Background: an optimization exercise with open tools, aiming at small area. Do not read the settings as production practice. The RTL was checked by simulation tests, not by an equivalence proof against the original design. Power figures rest on the tool's default switching activity, not on a simulated workload.

Design comp_cic, start of the top module:
module comp_cic
#(  parameter Win=16,
    parameter Wcoef = 18,
    parameter Wout = 18,
    parameter Num_coef=17)
(input  signed [Win-1:0] id_data_filter,
 input ic_val_data,
 input ic_rst,
 input  clk,
 output signed [Wout-1:0] od_data_filter,
 output oc_val_data);
logic [1:0] ph;           
logic [1:0] qc;           
logic run, tail, pend, vld;
logic fresh;              
logic [15:0] xin;         
logic [255:0] ring;       
logic [7:0] cr;           
logic [18:0] acc;
wire start = (ic_val_data | pend) & (ph == 2'd3);
wire j15   = (qc == 2'd3) & (ph == 2'd3);
wire l15   = run & j15;
wire first = run & (qc == 2'd0) & (ph == 2'd0);
wire inbit = xin[{qc, ph}];
wire rd = run & ~fresh;
wire zb = run & fresh & j15;    
logic [16:0] tap;
always_comb begin
    tap[0] = inbit & run;
    for (int w = 1; w <= 16; w++)
        tap[w] = (ring[(w-1)*16] & rd) | zb;
end
logic [7:0] tp, crn;
always_comb begin
    for (int k = 0; k < 8; k++) begin
        logic a, b, c;
        a = tap[k];
        b = tap[16-k];
        c = cr[k];
        tp[k] = a ^ b ^ c;
        crn[k] = (a & b) | (a & c) | (b & c);
    end
end
wire [8:0] t = {tap[8], tp};
logic [18:0] rin, rn;
assign rin = first ? 19'd490410 : acc;
comp_cic_mac tree (.t(t), .rin(rin), .rn(rn));
always_ff @(posedge clk) begin
    cr  <= crn;
    acc <= rn;
    if (ic_val_data) xin <= {~id_data_filter[15], id_data_filter[14:0]};
    for (int w = 1; w <= 16; w++)
        for (int q = 0; q < 4; q++) begin
            ring[(w-1)*16 + q*4 +: 3] <= ring[(w-1)*16 + q*4 + 1 +: 3];
            if (!run)
                ring[(w-1)*16 + q*4 + 3] <= ring[(w-1)*16 + q*4];
            else if (q < 3)
                ring[(w-1)*16 + q*4 + 3] <= ring[(w-1)*16 + q*4 + 4];
            else
                ring[(w-1)*16 + q*4 + 3] <= (w == 1) ? inbit : tap[w-1];
        end
end
always_ff @(posedge clk) begin
    if (ic_rst) begin
        ph <= 2'd0; qc <= 2'd0;
  ...
Size: ~590 cells after synthesis, ~38 I/O pins.
==> flow/config.mk <==
export PLATFORM = sky130hd
export DESIGN_NAME = comp_cic
export DESIGN_NICKNAME = comp_cic
export VERILOG_FILES = /design/flow/design.v
export SDC_FILE = /design/flow/constraint.sdc
export NUM_CORES = 4
export LEC_CHECK = 0
export CAP_MARGIN = 20
export CORE_MARGIN = 2
export CORE_UTILIZATION = 40
export SLEW_MARGIN = 20
export SYNTH_MEMORY_MAX_BITS = 4096
==> flow/constraint.sdc <==
create_clock -name core_clock -period 10.0 [get_ports {clk}]
set_input_delay 2.0000 -clock core_clock [delete_from_list [all_inputs] [get_ports {clk}]]
set_output_delay 2.0000 -clock core_clock [all_outputs]
set_load 0.01 [all_outputs]
standard.sh (not shown) runs the stock make flow with config.mk's settings and CLKGATE_MAP_FILE= SYNTH_SCRIPT=/design/flow/synth_recipe.tcl, a recipe that flattens the netlist after the stock synthesis.
==> flow/flow/run.sh <==
#!/bin/bash
# The standard layout (standard.sh) with these changes:
# - after the standard synthesis, flow/invpol.py rewrites the netlist to
#   remove inverters between full adders (it only re-polarises full adders
#   and rebuilds inverters; registers are untouched);
# - the clock tree is built from clkbuf_8 cells in clusters of up to 16 sinks,
#   without dummy loads;
# - the port buffers are buf_1 cells.
set -euo pipefail
export CTS_ARGS="-sink_clustering_enable -repair_clock_nets -dont_use_dummy_load -buf_list sky130_fd_sc_hd__clkbuf_8 -sink_clustering_size 16 -sink_clustering_max_diameter 70"
export BUFFER_PORTS_ARGS="-buffer_cell sky130_fd_sc_hd__buf_1"
bash standard.sh synth > standard_synth.log 2>&1
NET=orfs/results/$FLOW_PLATFORM/comp_cic/base/1_2_yosys.v
cp "$NET" 1_2_yosys.before_invpol.v
python3 flow/invpol.py "$NET" > invpol.log 2>&1
rm -f orfs/results/$FLOW_PLATFORM/comp_cic/base/1_synth.odb orfs/results/$FLOW_PLATFORM/comp_cic/base/1_synth.sdc
bash standard.sh > standard_flow.log 2>&1
Other scripts of this flow, unchanged in this note and not shown: flow/flow/invpol.py
The starting point passed the timing, design-rule and antenna checks.
Rerun with:
--- a/flow/flow/run.sh
+++ b/flow/flow/run.sh
@@ -9,3 +9,3 @@
 set -euo pipefail
-export CTS_ARGS="-sink_clustering_enable -repair_clock_nets -dont_use_dummy_load -buf_list sky130_fd_sc_hd__clkbuf_8 -sink_clustering_size 16 -sink_clustering_max_diameter 70"
+export CTS_ARGS="-sink_clustering_enable -repair_clock_nets -dont_use_dummy_load -buf_list sky130_fd_sc_hd__clkbuf_16 -sink_clustering_size 30 -sink_clustering_max_diameter 50"
 export BUFFER_PORTS_ARGS="-buffer_cell sky130_fd_sc_hd__buf_1"
The new run completed with no timing, DRC or antenna violations.
Wire length hardly moves.
Utilization rose by 1.4 points.
Sequential share of layout area fell by 2.0 points.
Sequential power hardly moves.
Sequential cell count is unchanged.
Hold slack gets better by 0.036 ns.
Cell count stays flat.
Combinational power stays flat.
Rerun with:
==> flow/flow/run.sh (replaced) <==
#!/bin/bash
# The standard layout (standard.sh) with these changes:
# - after the standard synthesis, flow/invpol.py rewrites the netlist to
#   remove inverters between full adders and to replace adders with an
#   unused output by a smaller gate (it only re-polarises full adders,
#   rebuilds inverters and swaps those adders; registers are untouched);
# - the clock tree has clkbuf_4 cells driving clusters of up to 12 registers
#   and clkbuf_8 cells above them, without dummy loads;
# - the port buffers are buf_1 cells.
set -euo pipefail
export CTS_ARGS="-sink_clustering_enable -repair_clock_nets -dont_use_dummy_load -buf_list {sky130_fd_sc_hd__clkbuf_4 sky130_fd_sc_hd__clkbuf_8} -root_buf sky130_fd_sc_hd__clkbuf_8 -sink_clustering_buffer sky130_fd_sc_hd__clkbuf_4 -sink_clustering_size 12 -sink_clustering_max_diameter 50"
export BUFFER_PORTS_ARGS="-buffer_cell sky130_fd_sc_hd__buf_1"
bash standard.sh synth > standard_synth.log 2>&1
NET=orfs/results/$FLOW_PLATFORM/comp_cic/base/1_2_yosys.v
cp "$NET" 1_2_yosys.before_invpol.v
python3 flow/invpol.py "$NET" > invpol.log 2>&1
rm -f orfs/results/$FLOW_PLATFORM/comp_cic/base/1_synth.odb orfs/results/$FLOW_PLATFORM/comp_cic/base/1_synth.sdc
bash standard.sh > standard_flow.log 2>&1
Outcome: Synthesized cell count stays the same. Design area falls by 3.8%. Via count went up by 0.95%. Clock skew climbs by 0.010 ns. Sequential share of layout area grows by 2.5 points. Count of clock-buffer cells in the layout grows by 6.
Rerun with:
--- a/flow/flow/run.sh
+++ b/flow/flow/run.sh
@@ -3,7 +3,6 @@
 # - after the standard synthesis, flow/invpol.py rewrites the netlist to
-#   remove inverters between full adders and to replace adders with an
-#   unused output by a smaller gate (it only re-polarises full adders,
-#   rebuilds inverters and swaps those adders; registers are untouched);
-# - the clock tree has clkbuf_4 cells driving clusters of up to 12 registers
-#   and clkbuf_8 cells above them, without dummy loads;
+#   remove inverters between full adders (it only re-polarises full adders
+#   and rebuilds inverters; registers are untouched);
+# - the clock tree is built from clkbuf_8 cells in clusters of up to 16 sinks,
+#   without dummy loads;
 # - the port buffers are buf_1 cells.
The new run produced a clean layout.
Worst hold slack does not change.
Final cell count does not change.
Power does not change.
Cell area is unchanged.

separate check: timing with driven ports:
Ports are ideal in the flow. The routed layouts listed here were re-timed in OpenROAD.
Step 1 assumes that a clkbuf_16 drives the clock port and a buf_2 every other input.
Step 2, shift: input delay + t, output delay - t, t = (earliest + latest rising clock arrival at the registers) / 2. This alone moves slack from input paths to output paths.
Slacks: no drivers / after step 1 / after step 2; pairs: no drivers / after step 1.
run	shift t [ns]	slack for setup (ns)	worst slew at a driven data input, ns	pins driven straight from the clock port
the first run	0.561	0.719 / 0.719 / 0.719	0.03	1
the second run	0.538	0.687 / 0.687 / 0.687	0.03	1
the third run	0.550	0.649 / 0.649 / 0.649	0.03	1
the fourth run	0.550	0.649 / 0.649 / 0.649	0.03	1
After both steps setup and hold are still met in every run listed.
